This design comes from an exercise in tuning for small area, a short achievable clock period and few clock cycles on the open sky130 flow, not from production work.
Where RTL was checked, it was by simulation tests only, not by an equivalence proof against the original.
Power is estimated from default activity; no workload was simulated.

// ME
module ME(
    input clk,
    input rst_n,
    input block_valid,
    input area_valid,
    input [7:0] in_data,
    output logic out_valid,
    output logic signed [2:0] out_vector
);
For scale: ~1900 cells after synthesis, about 600 flip-flops, about 16 I/O pins, about 24000 um2 of cells after synthesis.
export LEC_CHECK = 0
export ABC_AREA = 1
export ABC_CLOCK_PERIOD_IN_PS = 2200
export CAP_MARGIN = 20
export CORE_MARGIN = 2
export CORE_UTILIZATION = 60
export CTS_CLUSTER_DIAMETER = 100
export CTS_CLUSTER_SIZE = 33
export PLACE_DENSITY = 0.7
export SETUP_SLACK_MARGIN = 3.35
export SLEW_MARGIN = 20
export TNS_END_PERCENT = 100
create_clock -name core_clock -period 5.5 [get_ports {clk}]
run.sh (not shown) runs the stock make flow with config.mk's settings and CLKGATE_MAP_FILE= SYNTH_SCRIPT=/design/flow/synth_recipe.tcl, a recipe that flattens the netlist after the stock synthesis.
Testbench counts at the start, summed over its fixed seeds: cycles 43,008.
Next try:
Settings changed: CELL_PAD_IN_SITES_DETAIL_PLACEMENT set to 0, CELL_PAD_IN_SITES_GLOBAL_PLACEMENT set to 1, CTS_CLUSTER_SIZE 33 to 30.
Outcome:
- wire length rose by 2.2%
- worst setup slack degrades by 0.0032 ns
- die area is unchanged
- core utilization stays flat
- non-clock buffer count went down by 1
- synthesized area stays the same
- register-to-register slack loses 0.05 ns
Next try:
Settings changed: CELL_PAD_IN_SITES_DETAIL_PLACEMENT 0 to unset, CELL_PAD_IN_SITES_GLOBAL_PLACEMENT 1 to unset, PLACE_DENSITY 0.7 to 0.75, SETUP_SLACK_MARGIN 3.35 to 3.3.
Non-clock buffer count increases by 2; die area does not change; power increases by 0.85%; sequential share of layout area increases by 0.12 points; wire length decreases by about 0.9%.
Next try:
Settings changed: PLACE_DENSITY 0.75 to unset, SETUP_SLACK_MARGIN 3.3 to 3.35.
Synthesized area stays the same.
Non-clock buffer count is higher by 2.
Total power is higher by 1.1%.
Wire length is higher by 1.0%.
Register-to-register slack stays flat.
Global-route usage stays flat.
Synthesized cell count does not change.
Die area does not change.
Worst setup slack degrades by 0.010 ns.


Setup of run 1:
Another version of the RTL of ME (not shown whole).
Size in the first run: roughly 16 I/O pins, roughly 24,000 um^2 of cells after synthesis.
==> flow/config.mk <==
export PLATFORM = sky130hd
export DESIGN_NAME = ME
export DESIGN_NICKNAME = ME
export VERILOG_FILES = /design/flow/design.v
export SDC_FILE = /design/flow/constraint.sdc
export NUM_CORES = 8
export LEC_CHECK = 0
export ABC_CLOCK_PERIOD_IN_PS = 2200
export CAP_MARGIN = 20
export CORE_MARGIN = 2
export CORE_UTILIZATION = 60
export CTS_CLUSTER_DIAMETER = 100
export CTS_CLUSTER_SIZE = 30
export SETUP_SLACK_MARGIN = 3.3
export SLEW_MARGIN = 20
export TNS_END_PERCENT = 100
==> flow/constraint.sdc <==
create_clock -name core_clock -period 5.5 [get_ports {clk}]
set_input_delay 1.1000 -clock core_clock [delete_from_list [all_inputs] [get_ports {clk}]]
set_output_delay 1.1000 -clock core_clock [all_outputs]
set_load 0.01 [all_outputs]
standard.sh (not shown) runs the stock make flow with config.mk's settings and CLKGATE_MAP_FILE= SYNTH_SCRIPT=/design/flow/synth_recipe.tcl, a recipe that flattens the netlist after the stock synthesis.
==> flow/flow/run.sh <==
#!/bin/bash
# Standard layout, with yosys's own carry-lookahead mapping instead of the
# Kogge-Stone one (SYNTH_OPERATIONS_ARGS replaces the default -extra-map).
set -euo pipefail
bash standard.sh SYNTH_OPERATIONS_ARGS=-booth finish > standard_make.log 2>&1
diff inputs: run 1 => run 2
# run 1
export LEC_CHECK = 0
export ABC_CLOCK_PERIOD_IN_PS = 2200
export CAP_MARGIN = 20
export CORE_MARGIN = 2
export CORE_UTILIZATION = 60
export CTS_CLUSTER_DIAMETER = 100
export CTS_CLUSTER_SIZE = 30
export SETUP_SLACK_MARGIN = 3.3
export SLEW_MARGIN = 20
export TNS_END_PERCENT = 100
create_clock -name core_clock -period 5.5 [get_ports {clk}]
# run 2
export LEC_CHECK = 0
export ABC_CLOCK_PERIOD_IN_PS = 2200
export CAP_MARGIN = 20
export CORE_MARGIN = 2
export CORE_UTILIZATION = 75
export CTS_CLUSTER_DIAMETER = 100
export CTS_CLUSTER_SIZE = 30
export SETUP_SLACK_MARGIN = 3.3
export SLEW_MARGIN = 20
export TNS_END_PERCENT = 100
create_clock -name core_clock -period 5.5 [get_ports {clk}]
==> flow/run.sh (new file) <==
#!/bin/bash
# synth_recipe.tcl (not shown) runs the flow's synth.tcl, then flattens the netlist and writes it again
# the make line also repeats each setting of config.mk as NAME=value (left out here)
make -C /OpenROAD-flow-scripts/flow DESIGN_CONFIG=/design/flow/config.mk WORK_HOME=/design/flow/orfs CLKGATE_MAP_FILE= SYNTH_SCRIPT=/design/flow/synth_recipe.tcl finish
removed: flow/flow/run.sh
removed: flow/standard.sh
Notes after the runs:
The final reports for run 2 and run 1 show data required time of the worst path higher in the former.
Total power delta (run 2 − run 1): unfavourable
Run 2 improves on run 1 in setup slack.
In run 2, combined global-route utilization of all metal layers is higher than in run 1.
No run of this note included a check of the RTL's function; only the layout flow was run.


## red
Another version of the RTL of ME (not shown whole).
For scale: ~2300 cells after synthesis, roughly 630 flip-flops, about 16 I/O pins.
make LEC_CHECK=0 ABC_CLOCK_PERIOD_IN_PS=2200 CAP_MARGIN=20 CORE_MARGIN=2 CORE_UTILIZATION=40 CTS_BUF_LIST=sky130_fd_sc_hd__clkbuf_4 CTS_CLUSTER_SIZE=30 SETUP_SLACK_MARGIN=3.3 SLEW_MARGIN=20 TNS_END_PERCENT=100 finish   # period 5.5 ns
run.sh (not shown) runs the stock make flow with config.mk's settings and CLKGATE_MAP_FILE= SYNTH_SCRIPT=/design/flow/synth_recipe.tcl, a recipe that flattens the netlist after the stock synthesis.
Stock flow here: none of the scripts above is used.
Testbench counts of red, summed over its fixed seeds: cycles 43,520.
Input changes introduced in blue (baseline for comparison: red):
- a change of CTS_BUF_LIST from sky130_fd_sc_hd__clkbuf_4 to sky130_fd_sc_hd__clkbuf_8
- a deleted CTS_CLUSTER_SIZE that had been 30
==> comparison <==
red and blue ended up with nearly the same sequential share of layout area.
Summary: setup slack, blue better than red
The fraction of the cycle the final worst path needs number comes out lower for blue vs red.
Worst hold slack on blue is up relative to red.
Compared blue against red; placer congestion estimate within noise.
On utilization, red tracks blue almost exactly.
Compared to red, blue has power about 1.3% higher.
Internal power consumption (lower): red
Summary of blue over red: synthesis-to-layout area growth has increased; cell area has increased.

-- static timing again, ports no longer ideal --
In the flow no input, the clock included, has a driving cell. The finished layouts below were timed again as built, in two steps. Step 1 assumes that a clkbuf_16 drives the clock port and a buf_2 every other input. Step 2 moves the port delays by t, midway between the first and last clock arrival at a register: inputs arrive t later, outputs are due t later. That takes back most of the time a late clock gives input paths. Three values: ideal ports, drivers, drivers and shift; two values: the first two.
| run | t (ns) | setup slack, ns | worst slew at a driven data input, ns |
|---|---|---|---|
| the first run of note 1 | 0.619 | 3.307 / 3.252 / 2.845 | 0.03 |
| the second run of note 1 | 0.635 | 3.303 / 3.262 / 2.808 | 0.04 |
| the third run of note 1 | 0.627 | 3.320 / 3.263 / 2.765 | 0.04 |
| the fourth run of note 1 | 0.623 | 3.310 / 3.254 / 2.805 | 0.04 |
| run 1 | 0.611 | 3.162 / 3.162 / 2.879 | 0.04 |
| run 2 | 0.612 | 3.282 / 3.276 / 2.949 | 0.05 |
| red | 1.019 | 2.911 / 2.851 / 2.645 | 0.06 |
| blue | 0.728 | 3.210 / 3.153 / 2.627 | 0.06 |
After both steps every run listed still meets setup and hold. The setup slack of blue, which loses most, moves by -0.057 ns with the drivers and by -0.583 ns with both steps.
